Context: an optimization exercise on an open-source flow, tuned for small area, a short achievable clock period and few clock cycles per item. The choices shown serve that exercise and are no tape-out recipe.
The RTL of this run was laid out without a check of its function.

## flow/design.v

```verilog
module sha256_counter_i (
    input wire        i_clk,
    input wire        i_rst,
    input wire        clr_i,
    input wire        cnt_i_en,
    output reg [7:0]  i
);
    always @(posedge i_clk or negedge i_rst) begin
        if (!i_rst) begin
            i <= 0;
        end else begin
            if (clr_i) i <= 0;
            else if (cnt_i_en) i <= i + 8'd1;
            else i <= i;
        end
    end
endmodule
module sha256_counter_j (
    input wire        i_clk,
    input wire        i_rst,
    input wire        clr_j,
    input wire        cnt_j_en,
    output reg [6:0]  j
);
    always @(posedge i_clk or negedge i_rst) begin
        if (!i_rst) begin
            j <= 0;
        end else begin
            if (clr_j) j <= 0;
            else if (cnt_j_en) j <= j + 7'd1;
            else j <= j;
        end
    end
endmodule
module sha256_functions (
    input  wire [5:0]  j,
    output reg  [31:0] k_j
);
    always @(*) begin
        case (j)
            6'd0: k_j = 32'h71374491;
            6'd1: k_j = 32'hb5c0fbcf;
            6'd2: k_j = 32'he9b5dba5;
            6'd3: k_j = 32'h3956c25b;
            6'd4: k_j = 32'h59f111f1;
            6'd5: k_j = 32'h923f82a4;
            6'd6: k_j = 32'hab1c5ed5;
            6'd7: k_j = 32'hd807aa98;
            6'd8: k_j = 32'h12835b01;
            6'd9: k_j = 32'h243185be;
            6'd10: k_j = 32'h550c7dc3;
            6'd11: k_j = 32'h72be5d74;
            6'd12: k_j = 32'h80deb1fe;
            6'd13: k_j = 32'h9bdc06a7;
            6'd14: k_j = 32'hc19bf174;
            6'd15: k_j = 32'he49b69c1;
            6'd16: k_j = 32'hefbe4786;
            6'd17: k_j = 32'h0fc19dc6;
            6'd18: k_j = 32'h240ca1cc;
            6'd19: k_j = 32'h2de92c6f;
            6'd20: k_j = 32'h4a7484aa;
            6'd21: k_j = 32'h5cb0a9dc;
            6'd22: k_j = 32'h76f988da;
            6'd23: k_j = 32'h983e5152;
            6'd24: k_j = 32'ha831c66d;
            6'd25: k_j = 32'hb00327c8;
            6'd26: k_j = 32'hbf597fc7;
            6'd27: k_j = 32'hc6e00bf3;
            6'd28: k_j = 32'hd5a79147;
            6'd29: k_j = 32'h06ca6351;
            6'd30: k_j = 32'h14292967;
            6'd31: k_j = 32'h27b70a85;
            6'd32: k_j = 32'h2e1b2138;
            6'd33: k_j = 32'h4d2c6dfc;
            6'd34: k_j = 32'h53380d13;
            6'd35: k_j = 32'h650a7354;
            6'd36: k_j = 32'h766a0abb;
            6'd37: k_j = 32'h81c2c92e;
            6'd38: k_j = 32'h92722c85;
            6'd39: k_j = 32'ha2bfe8a1;
            6'd40: k_j = 32'ha81a664b;
            6'd41: k_j = 32'hc24b8b70;
            6'd42: k_j = 32'hc76c51a3;
            6'd43: k_j = 32'hd192e819;
            6'd44: k_j = 32'hd6990624;
            6'd45: k_j = 32'hf40e3585;
            6'd46: k_j = 32'h106aa070;
            6'd47: k_j = 32'h19a4c116;
            6'd48: k_j = 32'h1e376c08;
            6'd49: k_j = 32'h2748774c;
            6'd50: k_j = 32'h34b0bcb5;
            6'd51: k_j = 32'h391c0cb3;
            6'd52: k_j = 32'h4ed8aa4a;
            6'd53: k_j = 32'h5b9cca4f;
            6'd54: k_j = 32'h682e6ff3;
            6'd55: k_j = 32'h748f82ee;
            6'd56: k_j = 32'h78a5636f;
            6'd57: k_j = 32'h84c87814;
            6'd58: k_j = 32'h8cc70208;
            6'd59: k_j = 32'h90befffa;
            6'd60: k_j = 32'ha4506ceb;
            6'd61: k_j = 32'hbef9a3f7;
            6'd62: k_j = 32'hc67178f2;
            default: k_j = 32'h428a2f98;
        endcase
    end
endmodule
module sha256_add (
    input  wire [31:0] x,
    input  wire [31:0] y,
    output wire [31:0] s
);
    reg [31:0] g, p;
    integer i, d;
    always @(*) begin
        g = x & y;
        p = x ^ y;
        for (d = 1; d < 32; d = d * 2)
            for (i = 2 * d - 1; i < 32; i = i + 2 * d) begin
                g[i] = g[i] | (p[i] & g[i - d]);
                p[i] = p[i] & p[i - d];
            end
        for (d = 8; d >= 1; d = d / 2)
            for (i = 3 * d - 1; i < 32; i = i + 2 * d) begin
                g[i] = g[i] | (p[i] & g[i - d]);
                p[i] = p[i] & p[i - d];
            end
    end
    assign s = x ^ y ^ {g[30:0], 1'b0};
endmodule
module sha256_scheduler (
    input  wire         clk,
    input  wire [511:0] i_block,
    input  wire [5:0]   k,
    output wire [31:0]  W_out
);
    reg [511:0] win;    
    function [31:0] sigma0(input [31:0] x);
        sigma0 = {x[6:0], x[31:7]} ^ {x[17:0], x[31:18]} ^ (x >> 3);
    endfunction
    function [31:0] sigma1(input [31:0] x);
        sigma1 = {x[16:0], x[31:17]} ^ {x[18:0], x[31:19]} ^ (x >> 10);
    endfunction
    reg  [31:0] pre;
    wire [31:0] o1 = win[10*32 +: 32], o2 = win[1*32 +: 32], o3 = sigma0(win[2*32 +: 32]);
    wire [31:0] ps = o1 ^ o2 ^ o3;
    wire [31:0] pc = {(o1[30:0] & o2[30:0]) | (o1[30:0] & o3[30:0]) | (o2[30:0] & o3[30:0]), 1'b0};
    wire [31:0] w_new = sigma1(win[14*32 +: 32]) + pre;
    wire [31:0] w_blk = i_block[511 - 32*k[3:0] -: 32];
    wire [31:0] w_in  = (k[5:4] != 2'd0) ? w_new : w_blk;
    always @(posedge clk) begin
        win <= {w_in, win[511:32]};
        pre <= ps + pc;
    end
    assign W_out = win[511:480];
endmodule
module sha_256(
    input wire i_clk,
    input wire i_rst,
    input wire i_enable,
    input [511:0] i_data,
    input [7:0] i_N,
    output reg [255:0] o_data,
    output reg o_done
);
    localparam [255:0] IV = {32'h6a09e667, 32'hbb67ae85, 32'h3c6ef372, 32'ha54ff53a,
                             32'h510e527f, 32'h9b05688c, 32'h1f83d9ab, 32'h5be0cd19};
    reg  [5:0]  k;        
    reg         fin;      
    reg         first;    
    reg  [7:0]  nrem;     
    reg         is_new;   
    reg  [31:0] a, b, c, d, e, f, g, h;
    reg  [31:0] hk;       
    reg  [31:0] kq;       
    wire busy   = ~o_done;
    wire [7:0] nrem_n = is_new ? i_N : nrem - 8'd1;
    wire hsh    = busy & ((k[5:1] == 5'b11111) | (k == 6'd0));
    wire [31:0] w;
    wire [31:0] k_j;
    sha256_scheduler u_scheduler (
        .clk(i_clk),
        .i_block(i_data),
        .k(k),
        .W_out(w)
    );
    sha256_functions u_functions (
        .j(k),
        .k_j(k_j)
    );
    function [31:0] CH(input [31:0] x, y, z);
        CH = (x & y) ^ (~x & z);
    endfunction
    function [31:0] MAJ(input [31:0] x, y, z);
        MAJ = (x & y) ^ (x & z) ^ (y & z);
    endfunction
    function [31:0] SIG0(input [31:0] x);
        SIG0 = {x[1:0], x[31:2]} ^ {x[12:0], x[31:13]} ^ {x[21:0], x[31:22]};
    endfunction
    function [31:0] SIG1(input [31:0] x);
        SIG1 = {x[5:0], x[31:6]} ^ {x[10:0], x[31:11]} ^ {x[24:0], x[31:25]};
    endfunction
    wire [31:0] s1 = SIG1(e);
    wire [31:0] ch = CH(e, f, g);
    wire [31:0] s0 = SIG0(a);
    wire [31:0] mj = MAJ(a, b, c);
    function [31:0] FS(input [31:0] x, y, z);
        FS = x ^ y ^ z;
    endfunction
    function [31:0] FC(input [31:0] x, y, z);
        FC = {(x[30:0] & y[30:0]) | (x[30:0] & z[30:0]) | (y[30:0] & z[30:0]), 1'b0};
    endfunction
    wire [31:0] pa1 = FS(hk, w, ch),     qa1 = FC(hk, w, ch);
    wire [31:0] pa2 = FS(s1, s0, mj),    qa2 = FC(s1, s0, mj);
    wire [31:0] pa3 = FS(pa1, qa1, pa2), qa3 = FC(pa1, qa1, pa2);
    wire [31:0] pa4 = FS(pa3, qa3, qa2), qa4 = FC(pa3, qa3, qa2);
    wire [31:0] pe1 = FS(d, hk, w),      qe1 = FC(d, hk, w);
    wire [31:0] pe2 = FS(pe1, qe1, ch),  qe2 = FC(pe1, qe1, ch);
    wire [31:0] pe3 = FS(pe2, qe2, s1),  qe3 = FC(pe2, qe2, s1);
    wire [31:0] a_n = pa4 + qa4;
    wire [31:0] e_n = pe3 + qe3;
    wire [31:0] H0 = o_data[255:224], H1 = o_data[223:192], H2 = o_data[191:160], H3 = o_data[159:128];
    wire [31:0] H4 = o_data[127:96],  H5 = o_data[95:64],   H6 = o_data[63:32],   H7 = o_data[31:0];
    wire [255:0] start = is_new ? IV : o_data;
    wire [31:0] hk_in = o_done ? (is_new ? IV[31:0] : H7) : g;
    wire [31:0] hk_n, h3a, h7e;
    sha256_add u_addk (.x(hk_in), .y(o_done ? 32'h428a2f98 : kq), .s(hk_n));
    reg [31:0] iva, ive;
    always @(*) begin
        case ({k[5], k[0], fin})
            3'b100:  begin iva = IV[159:128]; ive = IV[31:0];  end
            3'b110:  begin iva = IV[191:160]; ive = IV[63:32]; end
            3'b000:  begin iva = IV[223:192]; ive = IV[95:64]; end
            default: begin iva = IV[255:224]; ive = IV[127:96]; end
        endcase
    end
    sha256_add u_addh (.x(first ? iva : H3), .y(a), .s(h3a));
    sha256_add u_addl (.x(first ? ive : H7), .y(e), .s(h7e));
    always @(posedge i_clk or negedge i_rst) begin
        if (!i_rst) begin
            o_done <= 1'b0;
            k      <= 6'd0;
            fin    <= 1'b0;
            first  <= 1'b0;
            nrem   <= 8'd1;
            is_new <= 1'b1;
        end else if (o_done) begin
            if (i_enable) begin
                o_done <= 1'b0;
                k      <= 6'd1;
                first  <= is_new;
                nrem   <= nrem_n;
                is_new <= (nrem_n == 8'd1);
            end
        end else if (fin) begin
            fin    <= 1'b0;
            o_done <= 1'b1;
        end else if (k == 6'd0) begin
            fin <= 1'b1;
        end else begin
            k <= k + 6'd1;
        end
    end
    always @(posedge i_clk) begin
        if (o_done) begin
            {a, b, c, d, e, f, g, h} <= start;
            kq <= 32'h71374491;
        end else begin
            a <= a_n; b <= a; c <= b; d <= c;
            e <= e_n; f <= e; g <= f; h <= g;
            kq <= k_j;
        end
        hk <= hk_n;
    end
    always @(posedge i_clk) begin
        if (hsh) begin
            o_data <= {h3a, H0, H1, H2, h7e, H4, H5, H6};
        end
    end
endmodule
```

## flow/flow/run.sh

```bash
#!/bin/bash
# Own layout flow: the standard ORFS flow with a few settings changed.
#  - ports are buffered with a plain buffer instead of the delay buffer the
#    resizer picks by default
set -euo pipefail
export BUFFER_PORTS_ARGS="-buffer_cell sky130_fd_sc_hd__buf_1"
export SETUP_SLACK_MARGIN=6.5
export ADDER_MAP_FILE=
bash standard.sh > standard_flow.log 2>&1
```

## flow/standard.sh

```bash
#!/bin/bash
# synth_recipe.tcl (not shown) runs the flow's synth.tcl, then flattens the netlist and writes it again
# the make line also repeats each setting of config.mk as NAME=value (left out here)
make -C /OpenROAD-flow-scripts/flow DESIGN_CONFIG=/design/flow/config.mk WORK_HOME=/design/flow/orfs CLKGATE_MAP_FILE= SYNTH_SCRIPT=/design/flow/synth_recipe.tcl "${@:-finish}"
```

## flow/config.mk

```make
export PLATFORM = sky130hd
export DESIGN_NAME = sha_256
export DESIGN_NICKNAME = sha_256
export VERILOG_FILES = /design/flow/design.v
export SDC_FILE = /design/flow/constraint.sdc
export NUM_CORES = 4
export LEC_CHECK = 0
export ABC_AREA = 1
export CAP_MARGIN = 20
export CORE_MARGIN = 2
export CORE_UTILIZATION = 50
export PLACE_DENSITY = 0.65
export SLEW_MARGIN = 20
```

## flow/constraint.sdc

```tcl
create_clock -name core_clock -period 10.0 [get_ports {i_clk}]
set_input_delay 2.0000 -clock core_clock [delete_from_list [all_inputs] [get_ports {i_clk}]]
set_output_delay 2.0000 -clock core_clock [all_outputs]
set_load 0.01 [all_outputs]
```

==> results.cfg <==
[global_routing]
grt_pass1_vias = 58941
overflow = 0
antenna_found_initial = 85
grt_max_degree = 153
grt_pass1_wl_um = 418000
grt_util_all_layers = 0.487

[setup_path]
r2r_cells = 11
crit_top_cell = nand2_1
crit_path_top_delay_cell = nand3_1
cpLargestDelayFamily = simple AND/OR/NAND/NOR gates
worstSetupStartpoint = k[2]$_DFFE_PN0P_
critPathMaxStageDelay_ns = 0.51
path_class = flop to flop
cp_cell_sequence = buf_4 -> nor2_1 -> inv_1 -> nand2_1 -> inv_1 -> nand2_1 -> nand2_1 -> a31oi_1 -> o21ai_0 -> nand2_1 -> nand3_1
critPathMaxFanout = 21
arrival_ns = 4.08
r2r_slack_ns = 6.32
crit_required_ns = 10.40
startpoint_type = flop
end_kind = flop
path_buf_inv = 3
timing.rr.start = k[2]$_DFFE_PN0P_
worstReg2RegEnd = kq[0]$_SDFF_PP1_

[sta]
rsz0062_at_grt = yes
setup_violations = 0
period_share = 0.368
fin_crit_ns = 3.68
final_max_slew_viol_count = 0
fmax_ghz = 0.272
relSlewSlack = 0.151
fin_worst_skew_ns = 0.0495
setup-tns-final_ns = 0
finalHoldViolCount = 0
tightest_slew_ns = 1.26

[synthesis]
synth_cells = 8397
ys_types = 76
synth-main-ff-cell = dfxtp_1
yosys_warnings = 4
synth.avg_cell_area_um2 = 6.98
synth_common_cells = 2752 x nand2_1, 959 x inv_1, 800 x dfxtp_1
synth_top_family_by_area = simple AND/OR/NAND/NOR gates
synth.most_common_cell = nand2_1
synth-simple-area-share = 0.302
synthTopCellsByArea = dfxtp_1 27%, nand2_1 18%, edfxtp_1 13%, inv_1 6.1%, nand3_1 4.6%
yosys.area.top_type = dfxtp_1
synth_top_area_frac = 0.273
synth_xor_area_frac = 0.0554
ys_seq_elements = 1074
postSynth.asyncResetShare = 0.0168
synth_compound_gate_area_share = 0.149
syn_nets = 8920
synth_enable_flop_cells = 256
post_synth_mux_area_share = 0
synth_adder_area_share = 0.000171
synth-seq-area-share = 0.412
syn_area_um2 = 58600

[layout]
drive_above_1_share = 0.0997
design_area_um2 = 69100
finalNetCount = 9759
syn2layout_area_growth_pct = 18.0
fillers = 10498

[routing]
drt-pass1-iter-count = 10
viasPerCell = 6.01
vias = 65423
antenna_left = 0
drt-initial-drc-count = 9470
drcViolationCount = 0
wire_per_inst_um = 28.2
finalWirelength_um = 307000

[place]
dp_hpwl_um = 241000
gp_congestion = 1.11
dpl_cell_area_um2 = 63100
portBuffers = 779

[die]
num_rows = 125
coreArea_um2 = 116000
die_y_um = 346
die-area_um2 = 120000
fp.dieW_um = 346
initial_core_util = 0.504
ios = 780

[worst_hold_path]
hold_end = u_scheduler.win[349]$_DFF_P_
min_from = u_scheduler.win[381]$_DFF_P_
holdPathStages = 0
min_path_type = flop to flop

[clock_network]
cts_made_buffers = 107
htree_levels = 3
cts_num_sinks = 1074
root_buffer = clkbuf_16
cts_tree = built
worst_skew_pair.late_latency_ns = 0.75
clkSlewWorstSetupHoldPaths_ns = 0.07
clk_path_buf_depth = 3

[status]
status = no timing/DRC/antenna violations

[job]
max_cap_violations = 0
repair_timing:
action / in CTS / in global routing
gates resized for setup: 100 / 335
endpoints found under the setup margin: 348 / 270
pin swaps: 5 / 27
hold buffers: 0 / 0
cloned: 1 / 5
endpoints found under the hold margin: 0 / 0
buffers inserted: 30 / 54
cell type report:
cell class | count | area, µm² | share of cell area
clock buffer | 138 | 3010 | 0.0435
clock inverter | 63 | 723 | 0.0105
sequential | 1074 | 24300 | 0.352
inverter | 1044 | 4010 | 0.0581
timing repair buffer | 916 | 4340 | 0.0628
multi-input combinational | 6093 | 30700 | 0.444
tap | 1524 | 1910 | 0.0276
antenna | 41 | 103 | 0.00148
kinds of logic after synthesis:
kind of cell | Yosys count
compound gates | 1432
simple gates | 4291
xor+xnor | 368
fa+ha+maj | 1
flops | 1074
buf+inv | 1231
flip-flops by register name, indices dropped and copies added, names as in the netlist:
signal           cells
f                   32
k                    6
e                   32
is_new               1
nrem                 8
a                   32
b                   32
fin                  1
u_scheduler.pre     32
first                1
g                   32
u_scheduler.win    480
kq                  32
o_done               1
o_data             256
d                   32
hk                  32
c                   32
layer usage:
metal / vias up / track usage / part of all wire
met4: 44 / 0.351 / 0.088
met2: 4843 / 0.699 / 0.41
li1: 28972 / - / -
met5: - / 0 / 0.0023
met3: 1191 / 0.194 / 0.14
met1: 30373 / 0.592 / 0.36
worst reg2reg max path: cells and delay by family, from the launching register on:
family / cells / cell delay [ns]
AOI/OAI and AO/OA: 2 / 0.29
buffers and inverters: 3 / 0.86
DFF: 1 / 0.38
and+or+nand+nor: 6 / 1.78
worst max-delay path by stage:
stage	to	slack (ns)	depth (start not counted)
global placement	o_data[255]$_DFFE_PP_	5.76	19
detailed placement	o_data[255]$_DFFE_PP_	5.72	19
CTS	o_data[255]$_DFFE_PP_	6.45	23
global route	a[29]$_DFF_P_	6.30	27
floorplan	o_data[0]$_DFFE_PP_	0.13	7
finish	kq[0]$_SDFF_PP1_	6.32	11
stage by stage:
step / hold WS, ns / cells / util / worst slack [ns]
2_1_floorplan: 0.310 / 8397 / - / 0.127
3_3_place_gp: 0.310 / 10556 / 0.542 / 5.76
3_5_place_dp: 0.312 / 10559 / 0.543 / 5.72
4_1_cts: 0.302 / 10791 / 0.580 / 6.45
5_1_grt: 0.316 / 10858 / 0.594 / 6.30
6_report: 0.323 / 10893 / 0.595 / 6.32
placed cells by master (no fill, tap or decap), types with 16 or more instances in the layout:
cell type / instances
a22oi_1: 259
dfxtp_4: 22
a22o_1: 24
o22ai_1: 25
o21ai_1: 49
nand3b_1: 20
or2_1: 16
or2_2: 59
buf_4: 103
nor2_1: 607
o21bai_1: 30
buf_1: 777
xor2_1: 210
nand3_2: 24
o21ai_0: 356
o211ai_1: 37
xnor2_1: 141
nand2_2: 106
dfxtp_2: 59
nor3_1: 50
nor2_2: 57
inv_1: 932
o21ai_2: 36
dfxtp_1: 719
diode_2: 41
inv_2: 84
a31oi_1: 18
nand4_1: 54
a21oi_2: 27
edfxtp_1: 256
nand2_1: 2707
clkbuf_16: 115
a21oi_1: 407
xor2_2: 16
clkinv_2: 17
nor2_4: 20
clkinvlp_4: 18
nand3_1: 525
o22a_1: 31

-- re-timing with driven ports --
No port has a modelled driver above. Below, the same layout with a new extraction and two added sets of constraints.
Step 1 (the two cells are an assumption about what drives the block):
set clk [get_ports {i_clk}]
set_driving_cell -lib_cell sky130_fd_sc_hd__clkbuf_16 $clk
set_driving_cell -lib_cell sky130_fd_sc_hd__buf_2 [delete_from_list [all_inputs] $clk]
Step 2 moves the port delays by t, midway between the first and last clock arrival at a register: inputs arrive t later, outputs are due t later. That takes back most of the time a late clock gives input paths.
Three values: no drivers, after step 1, after step 2; two values: the first two.
t, ns: 0.814
setup slack, ns: 6.318 / 6.318 / 5.992
cell pins on the clock port's net: 1
After both steps setup and hold are still met in this run. The setup slack of this run moves by 0.000 ns with the drivers and by -0.326 ns with both steps.
